Context: an optimization exercise on an open-source flow, tuned for small area and a short achievable clock period. The choices shown serve that exercise and are no tape-out recipe.
RTL that was checked went through simulation tests only; none was proved equivalent to the original.
For runs 1, 2 and 4 to 7, only the layout was checked, not whether the RTL still works.
The clock port is modelled as an ideal driver, which makes a skipped or thinned clock tree look cheaper than it is; a real chip needs a root buffer or a tree.
No activity file was given, so power comes from the tool's default toggle rates.

==> flow/design.v <==
module fifo_sync(clk,rst,wen,ren,data_in,data_out,full,empty);
  input clk;
  input rst;
  input wen;
  input ren;
  input [31 : 0] data_in;
  output reg [31 : 0] data_out;
  output reg full, empty;
  reg [31:0] mem [7:0];
  reg [3:0] wj;      
  reg [7:0] rsel;    
  reg nfull;         
  reg nempty;        
  function automatic [7:0] jdec(input [3:0] j);
    begin
      jdec[0] = ~j[3] & ~j[0];
      jdec[1] =  j[0] & ~j[1];
      jdec[2] =  j[1] & ~j[2];
      jdec[3] =  j[2] & ~j[3];
      jdec[4] =  j[3] &  j[0];
      jdec[5] = ~j[0] &  j[1];
      jdec[6] = ~j[1] &  j[2];
      jdec[7] = ~j[2] &  j[3];
    end
  endfunction
  function automatic [3:0] jinc(input [3:0] j);
    jinc = {j[2:0], ~j[3]};
  endfunction
  wire [7:0] wsel = jdec(wj);
  wire wr = wen & nfull;
  wire rd = ren & nempty;
  integer i;
  always @(posedge clk)
    for (i = 0; i < 8; i = i + 1)
      if (nfull & wsel[i])
        mem[i] <= data_in;
  wire take = rd & ~rst;
  wire hold = ~rd & ~rst;
  reg [31:0] rdata;
  always @* begin
    rdata = {32{hold}} & data_out;
    for (i = 0; i < 8; i = i + 1)
      rdata = rdata | ({32{take & rsel[i]}} & mem[i]);
  end
  always @(posedge clk)
    data_out <= rdata;
  wire [7:0] rnext = {rsel[6:0], rsel[7]};
  wire [7:0] wnext = jdec(jinc(wj));
  wire almost_full  = |(wnext & rsel);     
  wire almost_empty = |(rnext & wsel);     
  reg full_n, empty_n;
  always @* begin
    full_n  = ~nfull;
    empty_n = ~nempty;
    if (wr & ~rd) begin
      empty_n = 1'b0;
      full_n  = almost_full;
    end
    if (rd & ~wr) begin
      full_n  = 1'b0;
      empty_n = almost_empty;
    end
  end
  always @(posedge clk) begin
    if (rst) begin
      wj     <= 4'd0;
      rsel   <= 8'd1;
      full   <= 1'b0;
      empty  <= 1'b1;
      nfull  <= 1'b1;
      nempty <= 1'b0;
    end else begin
      if (wr) wj <= jinc(wj);
      if (rd) rsel <= rnext;
      full   <= full_n;
      empty  <= empty_n;
      nfull  <= ~full_n;
      nempty <= ~empty_n;
    end
  end
endmodule
==> flow/flow/run.sh <==
#!/bin/bash
# The standard layout, with three changes:
#  - output-port buffers become buf_2 after global placement (outbuf.tcl);
#  - CTS without dummy loads, in clusters of at most 20 sinks;
#  - after CTS the clock port drives four branch buffers directly instead of
#    a root buffer and two branch buffers (post_cts.tcl, retree.tcl).
set -uo pipefail
here=$(pwd)
bash standard.sh finish \
  POST_GLOBAL_PLACE_TCL="$here/flow/outbuf.tcl" \
  POST_CTS_TCL="$here/flow/post_cts.tcl" \
  CTS_ARGS="-sink_clustering_enable -repair_clock_nets -sink_clustering_size 20 -sink_clustering_max_diameter 60 -dont_use_dummy_load" \
  > "$here/standard.log" 2>&1
==> flow/flow/outbuf.tcl <==
# Output-port buffers become buf_2.
foreach inst [get_cells output*] {
  replace_cell $inst sky130_fd_sc_hd__buf_2
}
puts "outbuf.tcl: resized [llength [get_cells output*]] output buffers"
==> flow/flow/post_cts.tcl <==
# After CTS: rebuild the top of the clock tree (retree.tcl), legalize, and
# repair timing again with the new clock arrival times.
source [file join [file dirname [info script]] retree.tcl]
detailed_placement
estimate_parasitics -placement
repair_timing -setup_margin $::env(SETUP_SLACK_MARGIN) -hold_margin $::env(HOLD_SLACK_MARGIN) -repair_tns 100 -verbose
detailed_placement
check_placement -verbose
estimate_parasitics -placement
report_clock_latency -clock core_clock
==> flow/flow/retree.tcl <==
# Rebuild the top of the clock tree: the clock port drives up to four
# clkbuf_16 branch buffers (one per quadrant of the leaf buffers), each placed
# at the centre of its leaves; CTS's root and branch buffers are removed.
set blk [ord::get_db_block]
set master [[ord::get_db] findMaster sky130_fd_sc_hd__clkbuf_16]
set clknet [$blk findNet clk]
set leaves {}
set old {}
foreach inst [$blk getInsts] {
  set n [$inst getName]
  if {[string match clkbuf_leaf_* $n]} { lappend leaves $inst }
  if {[string match clkbuf_0_* $n] || [string match clkbuf_1_* $n]} { lappend old $inst }
}
# centre of the leaves
set sx 0; set sy 0
foreach l $leaves { set b [$l getBBox]; set sx [expr {$sx + (([$b xMin]+[$b xMax])/2)}]; set sy [expr {$sy + (([$b yMin]+[$b yMax])/2)}] }
set cx [expr {$sx / [llength $leaves]}]
set cy [expr {$sy / [llength $leaves]}]
array set grp {0 {} 1 {} 2 {} 3 {}}
foreach l $leaves {
  set b [$l getBBox]
  set q [expr {((([$b xMin]+[$b xMax])/2) >= $cx ? 1 : 0) + ((([$b yMin]+[$b yMax])/2) >= $cy ? 2 : 0)}]
  lappend grp($q) $l
}
# remove old top of tree
foreach inst $old {
  set xn [[$inst findITerm X] getNet]
  [$inst findITerm A] disconnect
  [$inst findITerm X] disconnect
  odb::dbInst_destroy $inst
  if {$xn ne "NULL" && [llength [$xn getITerms]] == 0} { odb::dbNet_destroy $xn }
}
set k 0
foreach q {0 1 2 3} {
  if {[llength $grp($q)] == 0} continue
  set bx 0; set by 0
  foreach l $grp($q) { set b [$l getBBox]; set bx [expr {$bx + (([$b xMin]+[$b xMax])/2)}]; set by [expr {$by + (([$b yMin]+[$b yMax])/2)}] }
  set bx [expr {$bx / [llength $grp($q)]}]
  set by [expr {$by / [llength $grp($q)]}]
  set buf [odb::dbInst_create $blk $master clkbuf_top_$k]
  $buf setLocation $bx $by
  $buf setPlacementStatus PLACED
  set net [odb::dbNet_create $blk clknet_top_$k]
  $net setSigType CLOCK
  [$buf findITerm A] connect $clknet
  [$buf findITerm X] connect $net
  foreach l $grp($q) {
    set a [$l findITerm A]
    $a disconnect
    $a connect $net
  }
  incr k
}
puts "retree.tcl: clock port drives $k branch buffers over [llength $leaves] leaf buffers"
==> flow/standard.sh <==
#!/bin/bash
# synth_recipe.tcl (not shown) runs the flow's synth.tcl, then flattens the netlist and writes it again
# the make line also repeats each setting of config.mk as NAME=value (left out here)
make -C /OpenROAD-flow-scripts/flow DESIGN_CONFIG=/design/flow/config.mk WORK_HOME=/design/flow/orfs CLKGATE_MAP_FILE= SYNTH_SCRIPT=/design/flow/synth_recipe.tcl "${@:-finish}"
==> flow/config.mk <==
export PLATFORM = sky130hd
export DESIGN_NAME = fifo_sync
export DESIGN_NICKNAME = fifo_sync
export VERILOG_FILES = /design/flow/design.v
export SDC_FILE = /design/flow/constraint.sdc
export NUM_CORES = 4
export LEC_CHECK = 0
export CAP_MARGIN = 20
export CORE_MARGIN = 2
export CORE_UTILIZATION = 65
export SETUP_SLACK_MARGIN = 0.7
export SLEW_MARGIN = 20
==> flow/constraint.sdc <==
create_clock -name core_clock -period 2.0 [get_ports {clk}]
set_input_delay 0.4000 -clock core_clock [delete_from_list [all_inputs] [get_ports {clk}]]
set_output_delay 0.4000 -clock core_clock [all_outputs]
set_load 0.01 [all_outputs]
==> results of run 1 <==
critical path: stages, from the launching register on:
cell	delay, ps
dfxtp_4	370
buf_12	130
nand2b_1	100
a21oi_1	90
or4_4	440
a311oi_1	420
area by class of cell, without the clock buffers:
| cell class | instances | area (µm²) | share of cell area, % |
|---|---|---|---|
| flip-flops and latches | 304 | 8730 | 58.0 |
| repair buffers | 225 | 3070 | 20.4 |
| multi-input cells | 279 | 2450 | 16.3 |
| well taps | 220 | 275 | 1.83 |
| plain buffers | 4 | 100 | 0.666 |
| inverters | 4 | 22.5 | 0.150 |
per-layer routing:
layer / GRT usage, % / vias to the layer above / wire length (µm)
met4: 14.8 / 0 / 2310
met5: 0 / - / 0
met2: 62.3 / 810 / 18100
li1: - / 3012 / -
met1: 48.7 / 3858 / 12400
met3: 9.04 / 181 / 5110
state kept, by name (all words and copies together), names as in the netlist:
name      count
wj            4
mem         256
rsel          8
nempty        1
full          1
data_out     32
empty         1
nfull         1
layout by cell type, fill, tap and decap left out, types with 4 or more instances in the layout:
cell             netlist  routed
buf_4                  6      44
buf_16                 0      15
nor2_4                 0       6
dfxtp_4                0      10
dfxtp_2                0      33
a22o_1                22      22
clkbuf_16              0      33
or3_1                 15      15
a21oi_1               19      12
a22oi_1               21      11
a21oi_2                0       7
a221oi_2               0      32
nor3b_4                0       5
clkdlybuf4s50_1        0      32
a22oi_2                0      10
buf_2                 14       4
a311oi_1              12      12
buf_8                  0       8
buf_12                 0      36
buf_6                  1      71
nand2_1               32      26
nand3_1               19      19
nor2_1                36      28
dfxtp_1               48       5
edfxtp_1             256     256
a41o_1                 4       4
a222oi_1              30      30
a221oi_1              43       8
cells by family (layout without fill, tap and decap cells):
family	after synthesis	after routing	synth area share (%)
buffers and inverters	50	249	2.18
AOI/OAI and AO/OA	161	161	12.4
and+or+nand+nor	118	118	5.45
DFF	304	304	80.0
metrics by stage:
| step | cell area (µm²) | cells |
|---|---|---|
| 2_1_floorplan | 11000 | 633 |
| 3_3_place_gp | 12100 | 914 |
| 3_5_place_dp | 12000 | 914 |
| 5_1_grt | 15000 | 1052 |
| 6_report | 15000 | 1052 |
worst paths after layout:
check,cells after the start,slack (ps),to,start
max,5,270,nempty$_SDFF_PP0_,rsel[0]$_SDFFE_PP1P_
min,2,490,data_out[15]$_DFF_P_,mem[3][15]$_DFFE_PP_
max reg2reg,5,270,nempty$_SDFF_PP0_,rsel[0]$_SDFFE_PP1P_
min reg2reg,2,490,data_out[15]$_DFF_P_,mem[3][15]$_DFFE_PP_
report_power, final:
group,switching [W],internal (W),leakage (nW)
Clock,0.00193,0.00179,0.246
Combinational,0.000742,0.000732,2.19
Sequential,0.000173,0.00717,2.77
==> key figures, run 1 <==
Final layout
  – Util after Layout: 91.7%
  – Ant diodes: 0
  – FILL cells: 488
  – Final nets: 873
  – Area delta synth->final: 39.1%
  – Layout cells sized above 1: 40.9%

Timing
  – Fin worst setup slack: 266 ps
  – Tightest Pin Transition: 465 ps
  – Hold_ws: 491 ps
  – Final TNS setup: 0 ps
  – Final min period: 1730 ps
  – Fin crit share: 86.7%
  – Slew HR: 68.8%
  – Final hold vios: 0
  – Slew Limit Fails: 0
  – RSZ-0062 raised after global routing: true
  – Setup Viol. Count Final: 0
  – FMAX: 577 MHz
  – Clk_skew: 61.0 ps

Global route
  – GRT overflow: 0
  – Antenna violations before repair: 0
  – Pin count of the biggest net entering global routing: 33
  – First-pass GRT wire length: 47.6 mm
  – All-Layer GR Usage: 37.6%
  – Vias in the first global route: 7,569

Power and ir drop
  – Static Leakage: 5.20 nW
  – PD cells: 834 nW/µm²
  – Final Power: 0.0125 W
  – Worst vdd ir: 1080 µV

Synth
  – Synth top area share: 71.1%
  – Yosys warns: 2
  – Synthesized cell area: 10,800 µm²
  – Post-synthesis sequential area ratio: 80.0%
  – Synthesized area per cell: 17.1 µm²
  – Most used DFF post-synth: edfxtp_1
  – Ys async rst share: 0%
  – Synth Register Bits: 304
  – Post-Syn Nets: 669
  – Count leader, synth: edfxtp_1
  – Synth top area cells: edfxtp_1 (71%), dfxtp_1 (8.9%), a221oi_1 (3.5%), a222oi_1 (2.8%), a22o_1 (1.8%)
  – Number of flops mapped to enable cells by yosys: 256
  – Top post-synthesis cells by count: edfxtp_1 (256), dfxtp_1 (48), a221oi_1 (43)
  – Synth unique cells: 35
  – Post-synth top area cell: edfxtp_1
  – Synth Instances: 633

Drt
  – DRT Pass-1 Iters: 8
  – Post-route DRC violation count: 0
  – Vias/cell: 7.47
  – WL final: 37.9 mm
  – Wire per inst: 36.1 µm
  – Via count: 7,861
  – Routed Antenna Nets: 0
  – Iteration-0 DRC count of the detailed router: 1,281

Worst setup path
  – CP required: 2170 ps
  – Startpoint types: register
  – CP endpoint kind: register
  – CP Data Arrival Time: 1900 ps
  – Crit path max fanout: 3
  – Setup Crit Path Kind: register to register

Floorplan
  – Core area: 16,400 µm²
  – Initial core utilization: 65.9%
  – Die footprint: 17,700 µm²
  – Die W: 133 µm
  – Row count: 47
  – Boundary Pins: 70
  – Die height: 133 µm

Placed design
  – DP HPWL: 13.4 mm
  – PortBufs: 69
  – Pre-CTS setup slack: -359 ps

Status
  – Outcome: complete, no violations

Min path
  – Worst hold path class: register to register

Clocking
  – Clk latency of the worst-skew pair: 340 ps
  – Clock Sinks: 304
  – Clock transition at the registers of the reported paths: 100 ps

Job
  – Max cap viols: 0
==> inputs of run 2 (changes only) <==
==> flow/flow/run.sh (replaced) <==
#!/bin/bash
# The standard layout, with three changes:
#  - port buffers become plain buffers after global placement (iobuf.tcl);
#  - CTS without dummy loads, in clusters of at most 20 sinks;
#  - after CTS the clock port drives four branch buffers directly instead of
#    a root buffer and two branch buffers (post_cts.tcl, retree.tcl).
set -uo pipefail
here=$(pwd)
bash standard.sh finish \
  POST_GLOBAL_PLACE_TCL="$here/flow/iobuf.tcl" \
  POST_CTS_TCL="$here/flow/post_cts.tcl" \
  CTS_ARGS="-sink_clustering_enable -repair_clock_nets -sink_clustering_size 20 -sink_clustering_max_diameter 60 -dont_use_dummy_load" \
  > "$here/standard.log" 2>&1
==> flow/flow/iobuf.tcl (new file) <==
# Port buffers become plain buffers (the standard port buffering picks a slow
# delay cell): buf_2 on the outputs, buf_1 on the inputs.
foreach inst [get_cells output*] {
  replace_cell $inst sky130_fd_sc_hd__buf_2
}
foreach inst [get_cells input*] {
  replace_cell $inst sky130_fd_sc_hd__buf_1
}
puts "iobuf.tcl: [llength [get_cells output*]] output and [llength [get_cells input*]] input buffers"
--- a/flow/flow/post_cts.tcl
+++ b/flow/flow/post_cts.tcl
@@ -4,5 +4,5 @@
 detailed_placement
 estimate_parasitics -placement
-repair_timing -setup_margin $::env(SETUP_SLACK_MARGIN) -hold_margin $::env(HOLD_SLACK_MARGIN) -repair_tns 100 -verbose
+repair_timing -setup_margin $::env(SETUP_SLACK_MARGIN) -hold_margin $::env(HOLD_SLACK_MARGIN) -repair_tns $::env(TNS_END_PERCENT) -verbose
 detailed_placement
 check_placement -verbose
--- a/flow/config.mk
+++ b/flow/config.mk
@@ -11,2 +11,3 @@
 export SETUP_SLACK_MARGIN = 0.7
 export SLEW_MARGIN = 20
+export TNS_END_PERCENT = 5
removed: flow/flow/outbuf.tcl
==> run 2 against run 1 <==
Total power shrank 7.4%. Utilization shrank 14 points. Clock power shrank 5%. Synthesized cell count is the same. Sequential power shrank 1%. Cell count shrank 8.1%. Sequential share of layout area grew 10 points. Critical endpoint unchanged. Largest cell class unchanged. Largest power group unchanged.
==> key figures, run 2 <==
Final layout
  – Largest register by flop count: mem (unchanged)
  – Total area of sequential cells: 8700 µm² (was 8730 µm²)
  – Area delta synth->final: 18.3% (was 39.1%)
  – Commonest non-fill, non-tap cell in the layout: edfxtp_1 (unchanged)
  – Final nets: 788 (was 873)
  – FILL cells: 912 (was 488)
  – Layout cells sized above 1: 24.5% (was 40.9%)
  – Area taken by multi-input logic gates: 2160 µm² (was 2450 µm²)
  – Post-route insts no fill: 967 (was 1,052)
  – Max reg flops: 256 (unchanged)
  – Most frequent cells in the layout: edfxtp_1 (256), buf_4 (40), buf_2 (35) (was edfxtp_1 (256), buf_6 (71), buf_4 (44))
  – Biggest regs: mem (256), data_out (32), rsel (8) (unchanged)
  – Ant diodes: 0 (unchanged)

Timing
  – Clk_skew: 22.9 ps (was 61.0 ps)
  – Fin crit share: 75.1% (was 86.7%)
  – Final hold vios: 0 (unchanged)
  – Setup Viol. Count Final: 0 (unchanged)
  – RSZ-0062 raised after global routing: true (unchanged)
  – Tightest Pin Transition: 467 ps (was 465 ps)
  – Slew Limit Fails: 0 (unchanged)
  – Final min period: 1500 ps (was 1730 ps)
  – FMAX: 666 MHz (was 577 MHz)
  – Slew HR: 68.8% (about the same)
  – Final TNS setup: 0 ps (unchanged)

Global route
  – Routing usage on met1: 38.3% (was 48.7%)
  – Met2 usage: 48.4% (was 62.3%)
  – Global-route layer with the greatest usage: met2 (unchanged)
  – Pin count of the biggest net entering global routing: 36 (was 33)
  – All-Layer GR Usage: 28.6% (was 37.6%)
  – Vias in the first global route: 6,572 (was 7,569)
  – Antenna violations before repair: 0 (unchanged)
  – First-pass GRT wire length: 37.6 mm (was 47.6 mm)
  – GRT overflow: 0 (unchanged)
  – Met3 Usage GRT: 4.21% (was 9.04%)

Power and ir drop
  – Worst vdd ir: 890 µV (was 1080 µV)
  – Sw power: 0.00237 W (was 0.00284 W)
  – Pint: 0.00925 W (was 0.00970 W)
  – Static Leakage: 4.25 nW (was 5.20 nW)
  – Share of power burned in registers: 62.7% (was 58.6%)
  – Gate power share: 6.9% (was 11.8%)
  – Switching share of power: 20.4% (was 22.7%)
  – Clock Power Share: 30.4% (was 29.7%)
  – PD cells: 908 nW/µm² (was 834 nW/µm²)

Synth
  – Largest family of logic cells by synthesized area: compound AO/OA/AOI/OAI gates (unchanged)
  – Xor/xnor share of the synthesized area: 0% (unchanged)
  – Ys async rst share: 0% (unchanged)
  – Synth top area share: 71.1% (unchanged)
  – Synth Instances: 633 (unchanged)
  – Most used DFF post-synth: edfxtp_1 (unchanged)
  – Synthesized area per cell: 17.1 µm² (unchanged)
  – Synthesized cell area: 10,800 µm² (unchanged)
  – Post-synth top area cell: edfxtp_1 (unchanged)
  – Synth unique cells: 35 (unchanged)
  – Post-synthesis simple-gate area fraction: 5.45% (unchanged)
  – Synth Register Bits: 304 (unchanged)
  – Mux share of post-synthesis cell area: 0% (unchanged)
  – Number of flops mapped to enable cells by yosys: 256 (unchanged)
  – Synth Area in Adders: 0% (unchanged)
  – Post-synthesis sequential area ratio: 80.0% (unchanged)
  – Post-Syn Nets: 669 (unchanged)
  – Compound-cell area share of the yosys netlist: 12.4% (unchanged)
  – Count leader, synth: edfxtp_1 (unchanged)
  – Yosys warns: 2 (unchanged)
  – Synth top area cells: edfxtp_1 (71%), dfxtp_1 (8.9%), a221oi_1 (3.5%), a222oi_1 (2.8%), a22o_1 (1.8%) (unchanged)
  – Top post-synthesis cells by count: edfxtp_1 (256), dfxtp_1 (48), a221oi_1 (43) (unchanged)

Drt
  – WL final: 25.6 mm (was 37.9 mm)
  – Vias/cell: 6.84 (was 7.47)
  – Post-route DRC violation count: 0 (unchanged)
  – Routed Antenna Nets: 0 (unchanged)
  – Wire per inst: 26.5 µm (was 36.1 µm)
  – Iteration-0 DRC count of the detailed router: 799 (was 1,281)
  – DRT Pass-1 Iters: 6 (was 8)
  – Via count: 6,616 (was 7,861)

Placed design
  – Inst Count DP: 920 (was 914)
  – PortBufs: 69 (unchanged)
  – DP HPWL: 13.7 mm (was 13.4 mm)

Worst setup path
  – CP required: 2190 ps (was 2170 ps)
  – CP endpoint kind: register (unchanged)
  – Setup Crit Path Kind: register to register (unchanged)
  – Crit path max fanout: 3 (unchanged)
  – CP Data Arrival Time: 1690 ps (was 1900 ps)
  – Startpoint types: register (unchanged)

Clocking
  – Clock Sinks: 304 (unchanged)
  – Clk latency of the worst-skew pair: 310 ps (was 340 ps)
  – Clock transition at the registers of the reported paths: 80 ps (was 100 ps)

Job
  – Max cap viols: 0 (unchanged)

Min path
  – Worst hold path class: primary input to register (was register to register)

Floorplan
  – Core area: 16,400 µm² (unchanged)
  – Row count: 47 (unchanged)
  – Die height: 133 µm (unchanged)
  – Die footprint: 17,700 µm² (unchanged)
  – Initial core utilization: 65.9% (unchanged)
  – Die W: 133 µm (unchanged)
  – Boundary Pins: 70 (unchanged)

Status
  – Outcome: complete, no violations (unchanged)
[run 2: per-layer routing]
metal	share of wire, %	wire [µm]
met1	38	9820
met2	50	12900
met3	8.3	2120
met4	3.2	820
met5	0	0
[run 2: metrics by stage]
stage	total power (W)	cell area, µm²	worst slack (ps)	hold slack, ps	util [%]
6_report	0.0116	12800	499	430	78.0
3_5_place_dp	0.00815	11700	177	449	71.5
5_1_grt	0.0120	12800	458	455	78.0
2_1_floorplan	0.00777	10900	548	440	-
3_3_place_gp	0.00822	12100	-61.7	442	73.8
[run 2: critical path, stage by stage, from the launching register on]
cell      delay, ps
dfxtp_4         360
nand2_1          90
o22ai_2          80
or4_4           570
a311oi_2        280
[run 2: logic make-up after synthesis]
kind of cell    Yosys count
compound gates          161
buf+inv                  50
flops                   304
simple gates            118
[run 2: path summary, 6_finish.rpt]
path | from | endpoint | slack, ps | cells past startpoint
setup / recovery | rsel[5]$_SDFFE_PP0P_ | nempty$_SDFF_PP0_ | 500 | 4
hold / removal | data_in[22] | mem[0][22]$_DFFE_PP_ | 430 | 1
hold reg to reg | data_out[20]$_DFF_P_ | data_out[20]$_DFF_P_ | 450 | 2
setup reg to reg | rsel[5]$_SDFFE_PP0P_ | nempty$_SDFF_PP0_ | 500 | 4
[run 2: power by group through the flow]
stage	combinational [W]	clock, W	sequential, W
2_1_floorplan	0.000364	0	0.00741
3_3_place_gp	0.000813	0	0.00741
3_5_place_dp	0.000728	0	0.00742
5_1_grt	0.000868	0.00380	0.00730
6_report	0.000807	0.00353	0.00728
[run 2: final cells by class, without the clock buffers]
cell class	count	share of cell area, %
buffer	4	0.782
inverter	4	0.117
multi-input combinational	280	16.9
sequential	304	68.0
tap	220	2.15
timing repair buffer	139	8.99
==> inputs of run 3 (changes only) <==
--- a/flow/design.v
+++ b/flow/design.v
@@ -37,10 +37,11 @@
   wire take = rd & ~rst;
   wire hold = ~rd & ~rst;
-  reg [31:0] rdata;
+  reg [31:0] head;
   always @* begin
-    rdata = {32{hold}} & data_out;
+    head = 32'd0;
     for (i = 0; i < 8; i = i + 1)
-      rdata = rdata | ({32{take & rsel[i]}} & mem[i]);
+      head = head | ({32{rsel[i]}} & mem[i]);
   end
+  wire [31:0] rdata = ({32{take}} & head) | ({32{hold}} & data_out);
   always @(posedge clk)
     data_out <= rdata;
@@ -49,17 +50,6 @@
   wire almost_full  = |(wnext & rsel);     
   wire almost_empty = |(rnext & wsel);     
-  reg full_n, empty_n;
-  always @* begin
-    full_n  = ~nfull;
-    empty_n = ~nempty;
-    if (wr & ~rd) begin
-      empty_n = 1'b0;
-      full_n  = almost_full;
-    end
-    if (rd & ~wr) begin
-      full_n  = 1'b0;
-      empty_n = almost_empty;
-    end
-  end
+  wire full_n  = ~(ren & nempty) & (~nfull  | (wen & almost_full));
+  wire empty_n = ~(wen & nfull)  & (~nempty | (ren & almost_empty));
   always @(posedge clk) begin
     if (rst) begin
==> run 3 against run 2 <==
Hold slack worse by 5.8 ps. Register-to-register slack better by 70 ps. Clock skew up 21 ps. Critical path depth unchanged. Synthesized cell count down 4.3%. Global-route usage down 1.1 points. Sequential share of layout area up 3.8 points. Maximum frequency up 5.1%. Total power down 1.7%. Cell count down 6.4%. Clock power about the same. Utilization down 2.1 points. Critical endpoint is now empty$_SDFF_PP1_.
==> key figures, run 3 <==
Worst setup path
  – Reg2reg start: rsel[2]$_SDFFE_PP0P_ (was rsel[5]$_SDFFE_PP0P_)
  – Reg2reg setup slack: 570 ps (was 500 ps)
  – CP required: 2210 ps (was 2190 ps)
  – Worst reg2reg endpoint: empty$_SDFF_PP1_ (was nempty$_SDFF_PP0_)
  – CP Data Arrival Time: 1630 ps (was 1690 ps)
  – Startpoint types: register (unchanged)
  – Worst Reg-to-Reg Cells: 4 (unchanged)
  – Crit path max fanout: 6 (was 3)
  – Setup Crit Path Kind: register to register (unchanged)
  – CP endpoint kind: register (unchanged)

Timing
  – Final TNS setup: 0 ps (unchanged)
  – Fin worst setup slack: 572 ps (was 499 ps)
  – Slew Limit Fails: 0 (unchanged)
  – Setup Viol. Count Final: 0 (unchanged)
  – FMAX: 700 MHz (was 666 MHz)
  – Final min period: 1430 ps (was 1500 ps)
  – Final hold vios: 0 (unchanged)
  – Slew HR: 66.3% (was 68.8%)
  – Tightest Pin Transition: 506 ps (was 467 ps)
  – Clk_skew: 44.0 ps (was 22.9 ps)
  – RSZ-0062 raised after global routing: true (unchanged)
  – Fin crit share: 71.4% (was 75.1%)

Global route
  – All-Layer GR Usage: 27.5% (was 28.6%)
  – Vias in the first global route: 6,046 (was 6,572)
  – GRT overflow: 0 (unchanged)
  – Antenna violations before repair: 0 (unchanged)
  – Pin count of the biggest net entering global routing: 41 (was 36)
  – First-pass GRT wire length: 35.8 mm (was 37.6 mm)

Power and ir drop
  – Static Leakage: 3.94 nW (was 4.25 nW)
  – PD cells: 943 nW/µm² (was 908 nW/µm²)
  – Worst vdd ir: 976 µV (was 890 µV)

Final layout
  – Design area: 12,100 µm² (was 12,800 µm²)
  – Max reg flops: 256 (unchanged)
  – Commonest non-fill, non-tap cell in the layout: edfxtp_1 (unchanged)
  – Post-route insts no fill: 905 (was 967)
  – Area delta synth->final: 13.3% (was 18.3%)
  – Largest register by flop count: mem (unchanged)
  – Biggest regs: mem (256), data_out (32), rsel (8) (unchanged)
  – Layout cells sized above 1: 18.3% (was 24.5%)
  – Most frequent cells in the layout: edfxtp_1 (256), a22oi_1 (127), a22o_1 (38) (was edfxtp_1 (256), buf_4 (40), buf_2 (35))
  – Final nets: 730 (was 788)
  – Ant diodes: 0 (unchanged)

Floorplan
  – Core area: 15,900 µm² (was 16,400 µm²)
  – Boundary Pins: 70 (unchanged)
  – Initial core utilization: 67.0% (was 65.9%)
  – Row count: 46 (was 47)
  – Die height: 132 µm (was 133 µm)
  – Die footprint: 17,500 µm² (was 17,700 µm²)
  – Die W: 132 µm (was 133 µm)

Synth
  – Count leader, synth: edfxtp_1 (unchanged)
  – Synthesized cell area: 10,700 µm² (was 10,800 µm²)
  – Number of flops mapped to enable cells by yosys: 256 (unchanged)
  – Synthesized area per cell: 17.6 µm² (was 17.1 µm²)
  – Synth unique cells: 26 (was 35)
  – Post-synthesis sequential area ratio: 81.0% (was 80.0%)
  – Post-Syn Nets: 642 (was 669)
  – Synth top area cells: edfxtp_1 (72%), dfxtp_1 (9.0%), a22oi_1 (9.0%), a22o_1 (3.1%), nand4_1 (1.9%) (was edfxtp_1 (71%), dfxtp_1 (8.9%), a221oi_1 (3.5%), a222oi_1 (2.8%), a22o_1 (1.8%))
  – Post-synth top area cell: edfxtp_1 (unchanged)
  – Most used DFF post-synth: edfxtp_1 (unchanged)
  – Synth Register Bits: 304 (unchanged)
  – Top post-synthesis cells by count: edfxtp_1 (256), a22oi_1 (128), dfxtp_1 (48) (was edfxtp_1 (256), dfxtp_1 (48), a221oi_1 (43))
  – Synth top area share: 72.0% (was 71.1%)
  – Synth Instances: 606 (was 633)
  – Ys async rst share: 0% (unchanged)
  – Yosys warns: 2 (unchanged)

Placed design
  – DP HPWL: 12.5 mm (was 13.7 mm)
  – Inst Count DP: 876 (was 920)
  – PortBufs: 69 (unchanged)
  – Placed cell area: 11,400 µm² (was 11,700 µm²)
  – Pre-CTS setup slack: 341 ps (was 177 ps)

Min path
  – Worst hold path class: primary input to register (unchanged)
  – Worst hold stages: 1 (unchanged)
  – Worst hold path startpoint: data_in[3] (was data_in[22])
  – Worst Hold Endpoint: mem[4][3]$_DFFE_PP_ (was mem[0][22]$_DFFE_PP_)

Drt
  – Iteration-0 DRC count of the detailed router: 729 (was 799)
  – Via count: 6,136 (was 6,616)
  – Vias/cell: 6.78 (was 6.84)
  – Wire per inst: 26.3 µm (was 26.5 µm)
  – WL final: 23.8 mm (was 25.6 mm)
  – DRT Pass-1 Iters: 5 (was 6)
  – Post-route DRC violation count: 0 (unchanged)
  – Routed Antenna Nets: 0 (unchanged)

Clocking
  – Clk latency of the worst-skew pair: 310 ps (about the same)
  – Clock Sinks: 304 (unchanged)
  – Clock transition at the registers of the reported paths: 80 ps (about the same)

Status
  – Outcome: complete, no violations (unchanged)

Job
  – Max cap viols: 0 (unchanged)
-- run 3: cell count changes after synthesis, sizes merged, moves of 20 or more --
cell / change
a22oi: +107
a221oi: -39
nand4: +32
a222oi: -30
nor2: -30
nand2: -20
-- run 3: per-layer routing --
| layer | vias to the layer above | wire length, µm | global-route usage [%] |
|---|---|---|---|
| li1 | 2661 | - | - |
| met1 | 3089 | 9630 | 38.8 |
| met2 | 340 | 11400 | 44.2 |
| met3 | 46 | 2320 | 6.00 |
| met4 | 0 | 506 | 7.71 |
| met5 | - | 0 | 0 |
-- run 3: layout make-up, without the clock buffers --
cell class	count	area, µm²
Sequential cell	304	8680
Fill cell	926	3850
Multi-Input combinational cell	252	1870
Timing Repair Buffer	108	757
Tap cell	216	270
Buffer	4	100
Inverter	5	18.8
-- run 3: critical path: stages, from the launching register on --
cell	delay, ps
dfxtp_4	390
nand2_1	100
a21oi_2	60
or4_4	520
a311o_1	280
-- run 3: worst max path at each step --
stage,from,to,slack [ps]
after floorplan,nfull$_SDFF_PP1_,mem[2][0]$_DFFE_PP_,530
after global placement,rst,data_out[26]$_DFF_P_,280
after detailed placement,wj[0]$_SDFFE_PP0P_,empty$_SDFF_PP1_,340
after global routing,rsel[2]$_SDFFE_PP0P_,empty$_SDFF_PP1_,540
final,rsel[2]$_SDFFE_PP0P_,empty$_SDFF_PP1_,570
-- run 3: power by group --
group | internal [W] | switching [W] | total [W]
Combinational | 0.000252 | 0.000438 | 0.000690
Clock | 0.00179 | 0.00171 | 0.00350
Sequential | 0.00713 | 0.0000985 | 0.00722
-- run 3: kinds of logic (layout without fill, tap and decap cells) --
kind of cell / after synthesis / after routing / synth area share [%]
compound gates: 187 / 187 / 13.4
simple gates: 65 / 65 / 3.42
buf+inv: 50 / 133 / 2.17
flops: 304 / 304 / 81.0
-- run 3: metrics by stage --
| step | utilization, % | hold slack, ps | power (W) |
|---|---|---|---|
| 2_1_floorplan | - | 499 | 0.00769 |
| 3_5_place_dp | 71.6 | 465 | 0.00804 |
| 6_report | 75.9 | 425 | 0.0114 |
| 5_1_grt | 75.9 | 421 | 0.0118 |
| 3_3_place_gp | 74.1 | 462 | 0.00809 |
==> inputs of run 4 (changes only) <==
==> flow/design.v (replaced) <==
module fifo_sync(clk,rst,wen,ren,data_in,data_out,full,empty);
  input clk;
  input rst;
  input wen;
  input ren;
  input [31 : 0] data_in;
  output reg [31 : 0] data_out;
  output reg full, empty;
  reg [31:0] mem [7:0];
  reg [7:0] wsel;    
  reg [7:0] rsel;    
  reg nfull;         
  reg nempty;        
  wire wr = wen & nfull;
  wire rd = ren & nempty;
  integer i;
  always @(posedge clk)
    for (i = 0; i < 8; i = i + 1)
      if (wsel[i])
        mem[i] <= data_in;
  wire take = rd & ~rst;
  wire hold = ~rd & ~rst;
  reg [31:0] rdata;
  always @* begin
    rdata = {32{hold}} & data_out;
    for (i = 0; i < 8; i = i + 1)
      rdata = rdata | ({32{take & rsel[i]}} & mem[i]);
  end
  always @(posedge clk)
    data_out <= rdata;
  wire [7:0] wpos  = wsel | ({8{~nfull}} & rsel);
  wire [7:0] wnext = {wpos[6:0], wpos[7]};
  wire [7:0] rnext = {rsel[6:0], rsel[7]};
  wire almost_full  = |(wnext & rsel);     
  wire almost_empty = |(rnext & wpos);     
  reg full_n, empty_n;
  always @* begin
    full_n  = ~nfull;
    empty_n = ~nempty;
    if (wr & ~rd) begin
      empty_n = 1'b0;
      full_n  = almost_full;
    end
    if (rd & ~wr) begin
      full_n  = 1'b0;
      empty_n = almost_empty;
    end
  end
  always @(posedge clk) begin
    if (rst) begin
      wsel   <= 8'd1;
      rsel   <= 8'd1;
      full   <= 1'b0;
      empty  <= 1'b1;
      nfull  <= 1'b1;
      nempty <= 1'b0;
    end else begin
      wsel   <= full_n ? 8'd0 : (wr ? wnext : wpos);
      if (rd) rsel <= rnext;
      full   <= full_n;
      empty  <= empty_n;
      nfull  <= ~full_n;
      nempty <= ~empty_n;
    end
  end
endmodule
==> run 4 against run 3 <==
Still clean on timing, DRC and antenna. Register-to-register slack got worse by 60 ps. Die area rose by 4.5%. Sequential share of layout area fell by 4.0 points. Sequential power rose by 32%. Hold slack improved by 5.5 ps. Global-route usage rose by 1.8 points. Clock skew fell by 28 ps. Utilization rose by 1.6 points. Combinational power rose to 2.7 times the previous value. Critical path depth rose by 1. Total power rose by 30%. Critical path type unchanged. Largest cell class unchanged.
==> key figures, run 4 <==
Timing
  – Fin worst setup slack: 512 ps (was 572 ps)
  – Final hold vios: 0 (unchanged)
  – Final min period: 1490 ps (was 1430 ps)
  – Fin crit share: 74.4% (was 71.4%)
  – FMAX: 672 MHz (was 700 MHz)
  – Slew Limit Fails: 0 (unchanged)
  – Slew HR: 73.2% (was 66.3%)
  – Setup Viol. Count Final: 0 (unchanged)
  – RSZ-0062 raised after global routing: true (unchanged)
  – Tightest Pin Transition: 401 ps (was 506 ps)
  – Clk_skew: 16.2 ps (was 44.0 ps)

Power and ir drop
  – PD cells: 1150 nW/µm² (was 943 nW/µm²)
  – Static Leakage: 4.35 nW (was 3.94 nW)
  – Worst vdd ir: 1010 µV (was 976 µV)

Placed design
  – Pre-CTS setup slack: 105 ps (was 341 ps)
  – PortBufs: 69 (unchanged)
  – DP HPWL: 15.8 mm (was 12.5 mm)
  – Inst Count DP: 994 (was 876)

Drt
  – WL final: 25.8 mm (was 23.8 mm)
  – Post-route DRC violation count: 0 (unchanged)
  – Vias/cell: 6.65 (was 6.78)
  – Via count: 6,796 (was 6,136)
  – Iteration-0 DRC count of the detailed router: 638 (was 729)
  – Routed Antenna Nets: 0 (unchanged)
  – DRT Pass-1 Iters: 6 (was 5)
  – Wire per inst: 25.3 µm (was 26.3 µm)

Final layout
  – Biggest regs: mem (256), data_out (32) (was mem (256), data_out (32), rsel (8))
  – Post-route insts no fill: 1,022 (was 905)
  – Area taken by multi-input logic gates: 2410 µm² (was 1870 µm²)
  – Commonest non-fill, non-tap cell in the layout: edfxtp_1 (unchanged)
  – Most frequent cells in the layout: edfxtp_1 (256), a22oi_1 (83), nand2_1 (44) (was edfxtp_1 (256), a22oi_1 (127), a22o_1 (38))
  – FILL cells: 984 (was 926)
  – Final nets: 843 (was 730)
  – Total area of sequential cells: 8770 µm² (was 8680 µm²)
  – Largest register by flop count: mem (unchanged)
  – Area delta synth->final: 15.8% (was 13.3%)
  – Ant diodes: 0 (unchanged)
  – Layout cells sized above 1: 21.3% (was 18.3%)
  – Max reg flops: 256 (unchanged)

Global route
  – Vias in the first global route: 6,790 (was 6,046)
  – First-pass GRT wire length: 39.4 mm (was 35.8 mm)
  – All-Layer GR Usage: 29.3% (was 27.5%)
  – GRT overflow: 0 (unchanged)
  – Antenna violations before repair: 0 (unchanged)
  – Pin count of the biggest net entering global routing: 30 (was 41)

Worst setup path
  – CP endpoint kind: register (unchanged)
  – CP Cell Sequence: and2b_1 > o21ai_1 > nand4_1 > or2_4 > a31o_1 (was nand2_1 > a21oi_2 > or4_4 > a311o_1)
  – Crit path max-delay cell type: dfxtp_4 (was or4_4)
  – CP required: 2190 ps (was 2210 ps)
  – Reg2reg start: nfull$_SDFF_PP1_ (was rsel[2]$_SDFFE_PP0P_)
  – CP max stage delay: 410 ps (was 520 ps)
  – Startpoint types: register (unchanged)
  – Setup crit start: nfull$_SDFF_PP1_ (was rsel[2]$_SDFFE_PP0P_)
  – CP endpoint: full$_SDFF_PP0_ (was empty$_SDFF_PP1_)
  – Worst reg2reg endpoint: full$_SDFF_PP0_ (was empty$_SDFF_PP1_)
  – Crit path max fanout: 11 (was 6)
  – Setup Crit Path Kind: register to register (unchanged)
  – CP Data Arrival Time: 1680 ps (was 1630 ps)
  – Reg2reg setup slack: 510 ps (was 570 ps)
  – Worst Reg-to-Reg Cells: 5 (was 4)

Synth
  – Synth top area share: 68.8% (was 72.0%)
  – Number of flops mapped to enable cells by yosys: 256 (unchanged)
  – Most used DFF post-synth: edfxtp_1 (unchanged)
  – Synthesized cell area: 11,200 µm² (was 10,700 µm²)
  – Count leader, synth: edfxtp_1 (unchanged)
  – Ys async rst share: 0% (unchanged)
  – Synth top area cells: edfxtp_1 (69%), dfxtp_1 (9.3%), a22oi_1 (5.7%), a221oi_1 (3.1%), a311oi_1 (1.7%) (was edfxtp_1 (72%), dfxtp_1 (9.0%), a22oi_1 (9.0%), a22o_1 (3.1%), nand4_1 (1.9%))
  – Synth unique cells: 40 (was 26)
  – Yosys warns: 2 (unchanged)
  – Synthesized area per cell: 15.9 µm² (was 17.6 µm²)
  – Synth Register Bits: 308 (was 304)
  – Post-Syn Nets: 739 (was 642)
  – Post-synthesis sequential area ratio: 78.1% (was 81.0%)
  – Synth Instances: 703 (was 606)
  – Post-synth top area cell: edfxtp_1 (unchanged)
  – Top post-synthesis cells by count: edfxtp_1 (256), a22oi_1 (85), dfxtp_1 (52) (was edfxtp_1 (256), a22oi_1 (128), dfxtp_1 (48))

Min path
  – Worst hold stages: 1 (unchanged)
  – Worst hold path class: primary input to register (unchanged)

Clocking
  – Clock transition at the registers of the reported paths: 70 ps (was 80 ps)
  – Clock Sinks: 308 (was 304)
  – Clk latency of the worst-skew pair: 310 ps (about the same)

Status
  – Outcome: complete, no violations (unchanged)

Floorplan
  – Die footprint: 18,300 µm² (was 17,500 µm²)
  – Die W: 135 µm (was 132 µm)
  – Row count: 47 (was 46)
  – Initial core utilization: 66.9% (was 67.0%)
  – Core area: 16,700 µm² (was 15,900 µm²)
  – Boundary Pins: 70 (unchanged)
  – Die height: 135 µm (was 132 µm)

Job
  – Max cap viols: 0 (unchanged)
==> run 4: cell types whose count changed in the layout (fill, tap and decap cells not counted), moves of 8 or more <==
| cell | before | now |
|---|---|---|
| nor3_1 | 0 | 16 |
| a22o_1 | 38 | 0 |
| o21ai_1 | 0 | 14 |
| nor2_1 | 3 | 35 |
| buf_4 | 24 | 39 |
| a22oi_1 | 127 | 83 |
| a311oi_1 | 0 | 22 |
| o21ai_0 | 1 | 16 |
| a221oi_1 | 4 | 18 |
| a221oi_2 | 0 | 21 |
| nand4_1 | 32 | 2 |
| nand3_1 | 3 | 11 |
| nand2_1 | 11 | 44 |
==> run 4: stage by stage <==
step           instance area [µm²]  hold WS [ps]  total power (W)  utilization [%]  setup TNS (ps)
5_1_grt                      12900           447           0.0154             77.5               0
2_1_floorplan                11400           432           0.0103                -               0
3_3_place_gp                 12600           441           0.0114             75.5           -1690
6_report                     12900           430           0.0149             77.5               0
3_5_place_dp                 12200           447           0.0114             73.2               0
==> run 4: worst max-delay path, delay by kind of cell, from the launching register on <==
| family | cells | cell delay [ps] |
|---|---|---|
| AOI/OAI and AO/OA | 2 | 320 |
| DFF | 1 | 410 |
| and+or+nand+nor | 3 | 650 |
==> run 4: logic make-up (layout without fill, tap and decap cells) <==
logic type	after synthesis	after routing	share of synthesized area, %
DFF	308	308	78.1
AOI/OAI and AO/OA	204	204	13.5
and+or+nand+nor	133	134	5.60
buffers and inverters	51	149	2.14
muxes	7	7	0.638
==> run 4: layout make-up, without the clock buffers <==
cell class              instances  area share (%)
flip-flops and latches        308            67.8
multi-input cells             345            18.6
repair buffers                129            7.55
well taps                     220            2.13
plain buffers                   4           0.774
==> run 4: report_power, final <==
group          internal, W  switching [W]  leakage, nW  total [W]
Sequential         0.00867       0.000844         2.82    0.00951
Combinational     0.000579        0.00126         1.28    0.00184
Clock              0.00179        0.00174        0.246    0.00353
==> run 4: routing by layer <==
| metal | up-vias | global-route usage (%) | wire (µm) |
|---|---|---|---|
| li1 | 3014 | - | - |
| met1 | 3395 | 42.8 | 10700 |
| met2 | 319 | 46.2 | 12400 |
| met3 | 68 | 4.99 | 2050 |
| met4 | 0 | 9.20 | 711 |
| met5 | - | 0 | 0 |
==> run 4: how the worst min path moves through the flow <==
stage                                     from                    to  slack, ps
after floorplan            mem[5][0]$_DFFE_PP_   data_out[0]$_DFF_P_        430
after global placement     mem[5][4]$_DFFE_PP_   data_out[4]$_DFF_P_        440
after detailed placement  mem[7][31]$_DFFE_PP_  data_out[31]$_DFF_P_        450
after global routing               data_in[22]  mem[3][22]$_DFFE_PP_        450
final                              data_in[23]  mem[5][23]$_DFFE_PP_        430
==> inputs of run 5 (changes only) <==
--- a/flow/config.mk
+++ b/flow/config.mk
@@ -8,5 +8,5 @@
 export CAP_MARGIN = 20
 export CORE_MARGIN = 2
-export CORE_UTILIZATION = 65
+export CORE_UTILIZATION = 75
 export SETUP_SLACK_MARGIN = 0.7
 export SLEW_MARGIN = 20
==> run 5 against run 4 <==
Hold slack gained 1.4 ps. Combinational power up about 10%. Cell count fell by 2.3%. Sequential cell count unchanged. Sequential share of layout area shrank 0.89 points. Largest cell class unchanged. Clock skew up 30 ps.
==> key figures, run 5 <==
Synth
  – Post-Syn Nets: 739 (unchanged)
  – Yosys warns: 2 (unchanged)
  – Number of flops mapped to enable cells by yosys: 256 (unchanged)
  – Synthesized cell area: 11,200 µm² (unchanged)
  – Synth Register Bits: 308 (unchanged)
  – Synthesized area per cell: 15.9 µm² (unchanged)
  – Most used DFF post-synth: edfxtp_1 (unchanged)
  – Synth unique cells: 40 (unchanged)
  – Top post-synthesis cells by count: edfxtp_1 (256), a22oi_1 (85), dfxtp_1 (52) (unchanged)
  – Post-synthesis sequential area ratio: 78.1% (unchanged)
  – Synth top area share: 68.8% (unchanged)
  – Ys async rst share: 0% (unchanged)
  – Synth top area cells: edfxtp_1 (69%), dfxtp_1 (9.3%), a22oi_1 (5.7%), a221oi_1 (3.1%), a311oi_1 (1.7%) (unchanged)
  – Synth Instances: 703 (unchanged)
  – Count leader, synth: edfxtp_1 (unchanged)
  – Post-synth top area cell: edfxtp_1 (unchanged)

Clocking
  – Clock transition at the registers of the reported paths: 80 ps (was 70 ps)
  – Clock Sinks: 308 (unchanged)
  – Clk latency of the worst-skew pair: 320 ps (was 310 ps)

Drt
  – WL final: 29.0 mm (was 25.8 mm)
  – Via count: 7,369 (was 6,796)
  – Vias/cell: 7.38 (was 6.65)
  – Iteration-0 DRC count of the detailed router: 1,074 (was 638)
  – Post-route DRC violation count: 0 (unchanged)
  – Routed Antenna Nets: 0 (unchanged)
  – Wire per inst: 29.1 µm (was 25.3 µm)
  – DRT Pass-1 Iters: 7 (was 6)

Power and ir drop
  – PD cells: 1160 nW/µm² (was 1150 nW/µm²)
  – Static Leakage: 4.43 nW (was 4.35 nW)
  – Worst vdd ir: 915 µV (was 1010 µV)

Floorplan
  – Initial core utilization: 76.9% (was 66.9%)
  – Die footprint: 15,900 µm² (was 18,300 µm²)
  – Die height: 126 µm (was 135 µm)
  – Boundary Pins: 70 (unchanged)
  – Core area: 14,500 µm² (was 16,700 µm²)
  – Die W: 126 µm (was 135 µm)
  – Row count: 44 (was 47)

Worst setup path
  – Setup Crit Path Kind: register to register (unchanged)
  – Critical path's top delay family: simple AND/OR/NAND/NOR gates (unchanged)
  – Crit path max-delay cell type: dfxtp_1 (was dfxtp_4)
  – CP Data Arrival Time: 1730 ps (was 1680 ps)
  – Setup crit start: rsel[6]$_SDFFE_PP0P_ (was nfull$_SDFF_PP1_)
  – Crit path max fanout: 10 (was 11)
  – CP Cell Sequence: and2b_1 > o21ai_2 > nand4_1 > or2_4 > a31o_1 (was and2b_1 > o21ai_1 > nand4_1 > or2_4 > a31o_1)
  – CP endpoint kind: register (unchanged)
  – CP Buf/Inv Count: 0 (unchanged)
  – Reg2reg start: rsel[6]$_SDFFE_PP0P_ (was nfull$_SDFF_PP1_)
  – Startpoint types: register (unchanged)
  – CP required: 2210 ps (was 2190 ps)
  – CP max stage delay: 440 ps (was 410 ps)

Timing
  – Tightest Pin Transition: 437 ps (was 401 ps)
  – Final hold vios: 0 (unchanged)
  – Clk_skew: 46.2 ps (was 16.2 ps)
  – Final min period: 1520 ps (was 1490 ps)
  – Hold_ws: 432 ps (was 430 ps)
  – Setup Viol. Count Final: 0 (unchanged)
  – Fin worst setup slack: 479 ps (was 512 ps)
  – Slew Limit Fails: 0 (unchanged)
  – Slew HR: 70.8% (was 73.2%)
  – Fin crit share: 76.0% (was 74.4%)
  – RSZ-0062 raised after global routing: true (unchanged)
  – FMAX: 657 MHz (was 672 MHz)
  – Final TNS setup: 0 ps (unchanged)

Global route
  – Pin count of the biggest net entering global routing: 29 (was 30)
  – GRT overflow: 0 (unchanged)
  – All-Layer GR Usage: 36.1% (was 29.3%)
  – Vias in the first global route: 7,528 (was 6,790)
  – First-pass GRT wire length: 42.4 mm (was 39.4 mm)
  – Antenna violations before repair: 0 (unchanged)

Placed design
  – PortBufs: 69 (unchanged)
  – Placed cell area: 12,200 µm² (about the same)
  – DP HPWL: 16.3 mm (was 15.8 mm)
  – Pre-CTS setup slack: 89.1 ps (was 105 ps)

Final layout
  – FILL cells: 504 (was 984)
  – Final nets: 855 (was 843)
  – Largest register by flop count: mem (unchanged)
  – Max reg flops: 256 (unchanged)
  – Area delta synth->final: 17.4% (was 15.8%)
  – Ant diodes: 0 (unchanged)
  – Layout cells sized above 1: 23.8% (was 21.3%)
  – Most frequent cells in the layout: edfxtp_1 (256), a22oi_1 (81), buf_4 (48) (was edfxtp_1 (256), a22oi_1 (83), nand2_1 (44))
  – Biggest regs: mem (256), data_out (32) (unchanged)
  – Design area: 13,100 µm² (was 12,900 µm²)
  – Commonest non-fill, non-tap cell in the layout: edfxtp_1 (unchanged)

Job
  – Max cap viols: 0 (unchanged)

Status
  – Outcome: complete, no violations (unchanged)

Min path
  – Worst hold path class: primary input to register (unchanged)
  – Worst hold path startpoint: data_in[7] (was data_in[23])
[run 5: routing by layer]
metal	GRT usage, %	wire length [µm]	vias to the layer above
met3	6.92	3460	123
li1	-	-	3043
met5	0	0	-
met1	46.8	9830	3573
met4	14.8	1260	0
met2	61.2	14500	630
[run 5: layout make-up, without the clock buffers]
type / count / area (µm²) / area share, %
multi-input combinational: 344 / 2490 / 19.0
buffer: 4 / 100 / 0.763
sequential: 308 / 8780 / 66.9
tap: 184 / 230 / 1.76
timing repair buffer: 142 / 1120 / 8.54
[run 5: path summary, 6_finish.rpt]
kind / end / slack [ps] / depth (start not counted)
hold reg to reg: data_out[4]$_DFF_P_ / 460 / 2
setup reg to reg: full$_SDFF_PP0_ / 480 / 5
setup / recovery: full$_SDFF_PP0_ / 480 / 5
hold / removal: mem[2][7]$_DFFE_PP_ / 430 / 1
[run 5: where the power goes]
part           internal, W  switching [W]  total (W)
sequential         0.00867       0.000909    0.00958
clock              0.00179        0.00176    0.00355
combinational     0.000642        0.00139    0.00203
total               0.0111        0.00406     0.0152
[run 5: worst reg2reg max path, stage by stage, from the launching register on]
cell and delay [ps]:
dfxtp_1 440, and2b_1 260, o21ai_2 150, nand4_1 110, or2_4 300, a31o_1 200
[run 5: logic make-up (layout without fill, tap and decap cells)]
kind of cell / Yosys count / count (layout) / share of synthesized area [%]
multiplexers: 7 / 7 / 0.638
flip-flops: 308 / 308 / 78.1
buffers and inverters: 51 / 162 / 2.14
AND/OR/NAND/NOR: 133 / 133 / 5.60
AO/OA/AOI/OAI: 204 / 204 / 13.5
[run 5: metrics by stage]
stage / utilization, % / power (W) / cells
after global placement: 86.3 / 0.0113 / 958
final: 90.2 / 0.0152 / 998
after global routing: 90.2 / 0.0156 / 998
after detailed placement: 83.7 / 0.0114 / 958
after floorplan: - / 0.0103 / 703
==> inputs of run 6 (changes only) <==
--- a/flow/config.mk
+++ b/flow/config.mk
@@ -8,6 +8,6 @@
 export CAP_MARGIN = 20
 export CORE_MARGIN = 2
-export CORE_UTILIZATION = 75
-export SETUP_SLACK_MARGIN = 0.7
+export CORE_UTILIZATION = 65
+export SETUP_SLACK_MARGIN = 0.6
 export SLEW_MARGIN = 20
 export TNS_END_PERCENT = 5
==> run 6 against run 5 <==
Register-to-register slack hardly changed. Clock power barely moved. Setup slack got worse by 7.1 ps. Sequential share of layout area grew 1.7 points. Clock skew shrank 14 ps. Cell count is 1.9% higher. Global-route usage fell by 6.8 points. First-iteration DRC count shrank 28%. Largest cell class unchanged. Largest power group unchanged.
==> key figures, run 6 <==
Synth
  – Xor/xnor share of the synthesized area: 0% (unchanged)
  – Synth Area in Adders: 0% (unchanged)
  – Synth unique cells: 40 (unchanged)
  – Number of flops mapped to enable cells by yosys: 256 (unchanged)
  – Synthesized cell area: 11,200 µm² (unchanged)
  – Post-synthesis simple-gate area fraction: 5.60% (unchanged)
  – Count leader, synth: edfxtp_1 (unchanged)
  – Post-Syn Nets: 739 (unchanged)
  – Synthesized area per cell: 15.9 µm² (unchanged)
  – Mux share of post-synthesis cell area: 0.638% (unchanged)
  – Most used DFF post-synth: edfxtp_1 (unchanged)
  – Post-synth top area cell: edfxtp_1 (unchanged)
  – Top post-synthesis cells by count: edfxtp_1 (256), a22oi_1 (85), dfxtp_1 (52) (unchanged)
  – Synth top area cells: edfxtp_1 (69%), dfxtp_1 (9.3%), a22oi_1 (5.7%), a221oi_1 (3.1%), a311oi_1 (1.7%) (unchanged)
  – Synth top area share: 68.8% (unchanged)
  – Yosys warns: 2 (unchanged)
  – Ys async rst share: 0% (unchanged)
  – Post-synthesis sequential area ratio: 78.1% (unchanged)
  – Largest family of logic cells by synthesized area: compound AO/OA/AOI/OAI gates (unchanged)
  – Compound-cell area share of the yosys netlist: 13.5% (unchanged)
  – Synth Register Bits: 308 (unchanged)
  – Synth Instances: 703 (unchanged)

Power and ir drop
  – Final Power: 0.0149 W (was 0.0152 W)
  – Share of power burned in registers: 64.3% (was 63.2%)
  – Switching share of power: 26.1% (was 26.8%)
  – Gate power share: 11.8% (was 13.4%)
  – Static Leakage: 4.28 nW (was 4.43 nW)
  – Pint: 0.0110 W (was 0.0111 W)
  – Sw power: 0.00388 W (was 0.00406 W)
  – Clock Power Share: 24.0% (was 23.4%)
  – PD cells: 1160 nW/µm² (about the same)
  – Worst vdd ir: 915 µV (about the same)

Placed design
  – DP HPWL: 15.2 mm (was 16.3 mm)
  – Inst Count DP: 992 (was 958)
  – PortBufs: 69 (unchanged)

Drt
  – Wire per inst: 25.9 µm (was 29.1 µm)
  – Via count: 6,963 (was 7,369)
  – Post-route DRC violation count: 0 (unchanged)
  – Routed Antenna Nets: 0 (unchanged)
  – Vias/cell: 6.85 (was 7.38)
  – Iteration-0 DRC count of the detailed router: 769 (was 1,074)
  – DRT Pass-1 Iters: 5 (was 7)
  – WL final: 26.3 mm (was 29.0 mm)

Global route
  – First-pass GRT wire length: 39.4 mm (was 42.4 mm)
  – Antenna violations before repair: 0 (unchanged)
  – GRT overflow: 0 (unchanged)
  – All-Layer GR Usage: 29.4% (was 36.1%)
  – Vias in the first global route: 6,934 (was 7,528)
  – Pin count of the biggest net entering global routing: 32 (was 29)

Final layout
  – Largest register by flop count: mem (unchanged)
  – Commonest non-fill, non-tap cell in the layout: edfxtp_1 (unchanged)
  – Final nets: 838 (was 855)
  – Max reg flops: 256 (unchanged)
  – Area delta synth->final: 14.5% (was 17.4%)
  – Biggest regs: mem (256), data_out (32) (unchanged)
  – Ant diodes: 0 (unchanged)
  – Post-route insts no fill: 1,017 (was 998)
  – Layout cells sized above 1: 20.2% (was 23.8%)
  – Most frequent cells in the layout: edfxtp_1 (256), a22oi_1 (85), nand2_1 (44) (was edfxtp_1 (256), a22oi_1 (81), buf_4 (48))
  – FILL cells: 1,015 (was 504)

Timing
  – Tightest Pin Transition: 487 ps (was 437 ps)
  – Final hold vios: 0 (unchanged)
  – Final min period: 1530 ps (was 1520 ps)
  – FMAX: 654 MHz (was 657 MHz)
  – RSZ-0062 raised after global routing: true (unchanged)
  – Final TNS setup: 0 ps (unchanged)
  – Fin crit share: 76.4% (was 76.0%)
  – Slew Limit Fails: 0 (unchanged)
  – Slew HR: 67.6% (was 70.8%)
  – Setup Viol. Count Final: 0 (unchanged)
  – Clk_skew: 32.3 ps (was 46.2 ps)

Worst setup path
  – Crit path max-delay cell type: dfxtp_4 (was dfxtp_1)
  – Setup Crit Path Kind: register to register (unchanged)
  – CP Cell Sequence: buf_4 > nor2b_2 > o21ai_1 > nand4_1 > or2_4 > a31o_1 (was and2b_1 > o21ai_2 > nand4_1 > or2_4 > a31o_1)
  – Reg2reg start: nfull$_SDFF_PP1_ (was rsel[6]$_SDFFE_PP0P_)
  – CP required: 2200 ps (was 2210 ps)
  – Critical path's top delay family: simple AND/OR/NAND/NOR gates (unchanged)
  – Setup crit start: nfull$_SDFF_PP1_ (was rsel[6]$_SDFFE_PP0P_)
  – CP endpoint kind: register (unchanged)
  – CP Data Arrival Time: 1730 ps (about the same)
  – CP Buf/Inv Count: 1 (was 0)
  – Crit path max fanout: 10 (unchanged)
  – CP max stage delay: 400 ps (was 440 ps)
  – Startpoint types: register (unchanged)

Floorplan
  – Die height: 135 µm (was 126 µm)
  – Core area: 16,700 µm² (was 14,500 µm²)
  – Die footprint: 18,300 µm² (was 15,900 µm²)
  – Die W: 135 µm (was 126 µm)
  – Boundary Pins: 70 (unchanged)
  – Row count: 47 (was 44)
  – Initial core utilization: 66.9% (was 76.9%)

Clocking
  – Clk latency of the worst-skew pair: 310 ps (was 320 ps)
  – Clock transition at the registers of the reported paths: 80 ps (about the same)
  – Clock Sinks: 308 (unchanged)

Status
  – Outcome: complete, no violations (unchanged)

Min path
  – Worst hold path class: primary input to register (unchanged)
  – Worst hold path startpoint: data_in[24] (was data_in[7])

Job
  – Max cap viols: 0 (unchanged)
==> run 6: cell counts after synthesis <==
No cell type changed its count.
==> run 6: metrics by stage <==
stage                     cell area (µm²)  worst slack [ps]  utilization [%]  hold WS, ps
final                               12800               472             76.6          434
after global routing                12800               442             76.6          436
after detailed placement            12000               130             72.1          445
after floorplan                     11200               547                -          432
after global placement              12400              -124             74.4          437
==> run 6: kinds of logic after synthesis <==
kind of cell,count (synthesis)
flip-flops,308
multiplexers,7
buffers and inverters,51
AND/OR/NAND/NOR,133
AO/OA/AOI/OAI,204
==> run 6: final timing paths <==
path	to	slack [ps]	cells past startpoint
hold reg to reg	data_out[22]$_DFF_P_	460	2
setup / recovery	full$_SDFF_PP0_	470	6
hold / removal	mem[5][24]$_DFFE_PP_	430	1
setup reg to reg	full$_SDFF_PP0_	470	6
==> run 6: worst reg2reg max path, cell delays in order, from the launching register on <==
cell     delay [ps]
dfxtp_4         400
buf_4           180
nor2b_2          60
o21ai_1         130
nand4_1         120
or2_4           310
a31o_1          230
==> run 6: cell type report, without the clock buffers <==
class,count,area (µm²),area share (%)
sequential,308,8770,68.6
multi-input combinational,344,2380,18.6
buffer,4,100,0.783
tap,220,275,2.15
timing repair buffer,125,863,6.75
==> run 6: power groups by stage <==
stage / sequential [W] / combinational (W) / clock [W]
2_1_floorplan: 0.00966 / 0.000535 / 0
3_3_place_gp: 0.00956 / 0.00174 / 0
3_5_place_dp: 0.00963 / 0.00165 / 0
5_1_grt: 0.00966 / 0.00189 / 0.00378
6_report: 0.00954 / 0.00175 / 0.00356
==> run 6: per-layer routing <==
metal	part of all wire, %	track usage [%]
met1	40	40.9
met2	50	48.9
met3	7.5	3.87
met4	2.4	9.84
met5	0	0
==> inputs of run 7 (changes only) <==
==> flow/flow/run.sh (replaced) <==
#!/bin/bash
# The standard layout, with three changes:
#  - output-port buffers become buf_2 after global placement (outbuf.tcl);
#  - CTS without dummy loads, in clusters of at most 20 sinks;
#  - after CTS the clock port drives four branch buffers directly instead of
#    a root buffer and two branch buffers (post_cts.tcl, retree.tcl).
set -uo pipefail
here=$(pwd)
bash standard.sh finish \
  POST_GLOBAL_PLACE_TCL="$here/flow/outbuf.tcl" \
  POST_CTS_TCL="$here/flow/post_cts.tcl" \
  CTS_ARGS="-sink_clustering_enable -repair_clock_nets -sink_clustering_size 20 -sink_clustering_max_diameter 60 -dont_use_dummy_load" \
  > "$here/standard.log" 2>&1
==> flow/flow/outbuf.tcl (new file) <==
# Output-port buffers become buf_2.
foreach inst [get_cells output*] {
  replace_cell $inst sky130_fd_sc_hd__buf_2
}
puts "outbuf.tcl: resized [llength [get_cells output*]] output buffers"
--- a/flow/flow/post_cts.tcl
+++ b/flow/flow/post_cts.tcl
@@ -4,5 +4,5 @@
 detailed_placement
 estimate_parasitics -placement
-repair_timing -setup_margin $::env(SETUP_SLACK_MARGIN) -hold_margin $::env(HOLD_SLACK_MARGIN) -repair_tns $::env(TNS_END_PERCENT) -verbose
+repair_timing -setup_margin $::env(SETUP_SLACK_MARGIN) -hold_margin $::env(HOLD_SLACK_MARGIN) -repair_tns 100 -verbose
 detailed_placement
 check_placement -verbose
--- a/flow/config.mk
+++ b/flow/config.mk
@@ -9,5 +9,4 @@
 export CORE_MARGIN = 2
 export CORE_UTILIZATION = 65
-export SETUP_SLACK_MARGIN = 0.6
+export SETUP_SLACK_MARGIN = 0.7
 export SLEW_MARGIN = 20
-export TNS_END_PERCENT = 5
removed: flow/flow/iobuf.tcl
==> run 7 against run 6 <==
Still clean. Area after synthesis stayed put. Clock skew shrank 17 ps. Maximum frequency is 0.31% lower. Largest cell class unchanged. Hold slack better by 43 ps. Critical path depth down 1. Die area did not move. Final area up 11%. Utilization up 8.7 points. Clock power is 2% higher.
==> key figures, run 7 <==
Synth
  – Yosys warns: 2 (unchanged)
  – Mux share of post-synthesis cell area: 0.638% (unchanged)
  – Post-Syn Nets: 739 (unchanged)
  – Synth top area cells: edfxtp_1 (69%), dfxtp_1 (9.3%), a22oi_1 (5.7%), a221oi_1 (3.1%), a311oi_1 (1.7%) (unchanged)
  – Post-synthesis simple-gate area fraction: 5.60% (unchanged)
  – Synth Area in Adders: 0% (unchanged)
  – Synthesized cell area: 11,200 µm² (unchanged)
  – Count leader, synth: edfxtp_1 (unchanged)
  – Synthesized area per cell: 15.9 µm² (unchanged)
  – Synth Register Bits: 308 (unchanged)
  – Synth unique cells: 40 (unchanged)
  – Top post-synthesis cells by count: edfxtp_1 (256), a22oi_1 (85), dfxtp_1 (52) (unchanged)
  – Number of flops mapped to enable cells by yosys: 256 (unchanged)
  – Largest family of logic cells by synthesized area: compound AO/OA/AOI/OAI gates (unchanged)
  – Most used DFF post-synth: edfxtp_1 (unchanged)
  – Xor/xnor share of the synthesized area: 0% (unchanged)
  – Synth Instances: 703 (unchanged)
  – Synth top area share: 68.8% (unchanged)
  – Post-synth top area cell: edfxtp_1 (unchanged)
  – Ys async rst share: 0% (unchanged)
  – Post-synthesis sequential area ratio: 78.1% (unchanged)
  – Compound-cell area share of the yosys netlist: 13.5% (unchanged)

Worst setup path
  – CP Cell Sequence: and2b_1 > o21ai_1 > nand4_1 > or2_4 > a31o_1 (was buf_4 > nor2b_2 > o21ai_1 > nand4_1 > or2_4 > a31o_1)
  – Setup Crit Path Kind: register to register (unchanged)
  – CP required: 2190 ps (was 2200 ps)
  – Crit path max fanout: 11 (was 10)
  – CP max stage delay: 410 ps (was 400 ps)
  – Startpoint types: register (unchanged)
  – CP endpoint kind: register (unchanged)
  – CP Data Arrival Time: 1730 ps (about the same)
  – Worst Reg-to-Reg Cells: 5 (was 6)
  – Crit path max-delay cell type: dfxtp_4 (unchanged)

Global route
  – Pin count of the biggest net entering global routing: 23 (was 32)
  – GRT overflow: 0 (unchanged)
  – All-Layer GR Usage: 32.0% (was 29.4%)
  – Antenna violations before repair: 1 (was 0)
  – First-pass GRT wire length: 42.5 mm (was 39.4 mm)
  – Vias in the first global route: 7,242 (was 6,934)

Placed design
  – DP HPWL: 15.9 mm (was 15.2 mm)
  – Placed cell area: 12,500 µm² (was 12,000 µm²)
  – PortBufs: 69 (unchanged)

Final layout
  – Commonest non-fill, non-tap cell in the layout: edfxtp_1 (unchanged)
  – Most frequent cells in the layout: edfxtp_1 (256), a22oi_1 (62), buf_6 (50) (was edfxtp_1 (256), a22oi_1 (85), nand2_1 (44))
  – Biggest regs: mem (256), data_out (32) (unchanged)
  – Area delta synth->final: 27.4% (was 14.5%)
  – Util after Layout: 85.2% (was 76.6%)
  – Largest register by flop count: mem (unchanged)
  – Layout cells sized above 1: 35.5% (was 20.2%)
  – Final nets: 874 (was 838)
  – Max reg flops: 256 (unchanged)
  – Ant diodes: 0 (unchanged)
  – Design area: 14,200 µm² (was 12,800 µm²)

Floorplan
  – Boundary Pins: 70 (unchanged)
  – Die W: 135 µm (unchanged)
  – Die footprint: 18,300 µm² (unchanged)
  – Initial core utilization: 66.9% (unchanged)
  – Die height: 135 µm (unchanged)
  – Core area: 16,700 µm² (unchanged)
  – Row count: 47 (unchanged)

Timing
  – Tightest Pin Transition: 413 ps (was 487 ps)
  – Slew Limit Fails: 0 (unchanged)
  – FMAX: 652 MHz (was 654 MHz)
  – Clk_skew: 14.9 ps (was 32.3 ps)
  – Setup Viol. Count Final: 0 (unchanged)
  – Fin crit share: 76.6% (was 76.4%)
  – Final min period: 1530 ps (about the same)
  – RSZ-0062 raised after global routing: true (unchanged)
  – Slew HR: 72.5% (was 67.6%)
  – Final TNS setup: 0 ps (unchanged)
  – Final hold vios: 0 (unchanged)

Power and ir drop
  – PD cells: 1090 nW/µm² (was 1160 nW/µm²)
  – Static Leakage: 4.79 nW (was 4.28 nW)
  – Worst vdd ir: 850 µV (was 915 µV)

Drt
  – Post-route DRC violation count: 0 (unchanged)
  – DRT Pass-1 Iters: 6 (was 5)
  – Via count: 7,356 (was 6,963)
  – Wire per inst: 28.5 µm (was 25.9 µm)
  – Routed Antenna Nets: 0 (unchanged)
  – Vias/cell: 6.99 (was 6.85)
  – WL final: 30.0 mm (was 26.3 mm)
  – Iteration-0 DRC count of the detailed router: 757 (was 769)

Min path
  – Worst hold path class: register to register (was primary input to register)
  – Worst hold stages: 2 (was 1)

Clocking
  – Clock transition at the registers of the reported paths: 80 ps (about the same)
  – Clock Sinks: 308 (unchanged)
  – Clk latency of the worst-skew pair: 310 ps (about the same)

Job
  – Max cap viols: 0 (unchanged)

Status
  – Outcome: complete, no violations (unchanged)
run 7: cell counts after synthesis:
Identical to the previous run, type by type.
run 7: cell type report, without the clock buffers:
| cell class | instances | area (µm²) |
|---|---|---|
| buffer | 4 | 100 |
| tap | 220 | 275 |
| multi-input combinational | 346 | 2820 |
| sequential | 308 | 8820 |
| fill | 745 | 2470 |
| timing repair buffer | 159 | 1820 |
run 7: cells by family after synthesis:
kind of cell           after synthesis
DFF                                308
and+or+nand+nor                    133
AOI/OAI and AO/OA                  204
buffers and inverters               51
muxes                                7
run 7: power breakdown:
part           total [W]  internal, W  switching, W
clock            0.00363      0.00179       0.00184
sequential       0.00970      0.00870       0.00100
combinational    0.00224     0.000853       0.00139
total             0.0156       0.0113       0.00422
run 7: layer usage:
layer  GRT usage [%]  wire [µm]
met1            44.1      11100
met2            52.6      14800
met3            4.20       3060
met4            12.8       1030
met5               0          0
run 7: worst max-delay path, delay by kind of cell (launching register included):
family             cells  cell delay (ps)
AOI/OAI and AO/OA      2              350
and+or+nand+nor        3              650
DFF                    1              410
run 7: metrics by stage:
stage	hold slack (ps)	cells	total power, W	setup WS, ps
detailed placement	451	995	0.0114	-86.1
global route	491	1053	0.0160	439
global placement	437	995	0.0114	-39.0
floorplan	432	703	0.0103	634
finish	478	1053	0.0156	467
run 7: worst paths after layout:
check / slack, ps / end / from
min reg2reg: 480 / data_out[24]$_DFF_P_ / mem[7][24]$_DFFE_PP_
max: 470 / full$_SDFF_PP0_ / nfull$_SDFF_PP1_
min: 480 / data_out[24]$_DFF_P_ / mem[7][24]$_DFFE_PP_
max reg2reg: 470 / full$_SDFF_PP0_ / nfull$_SDFF_PP1_

Re-timed with assumed drivers on the ports (clkbuf_16 on the clock, buf_2 on other inputs), run 7 has 0.467 ns of setup slack against 0.467 ns with ideal ports, and 0.239 ns once port delays also move by the mid clock arrival of 0.393 ns.
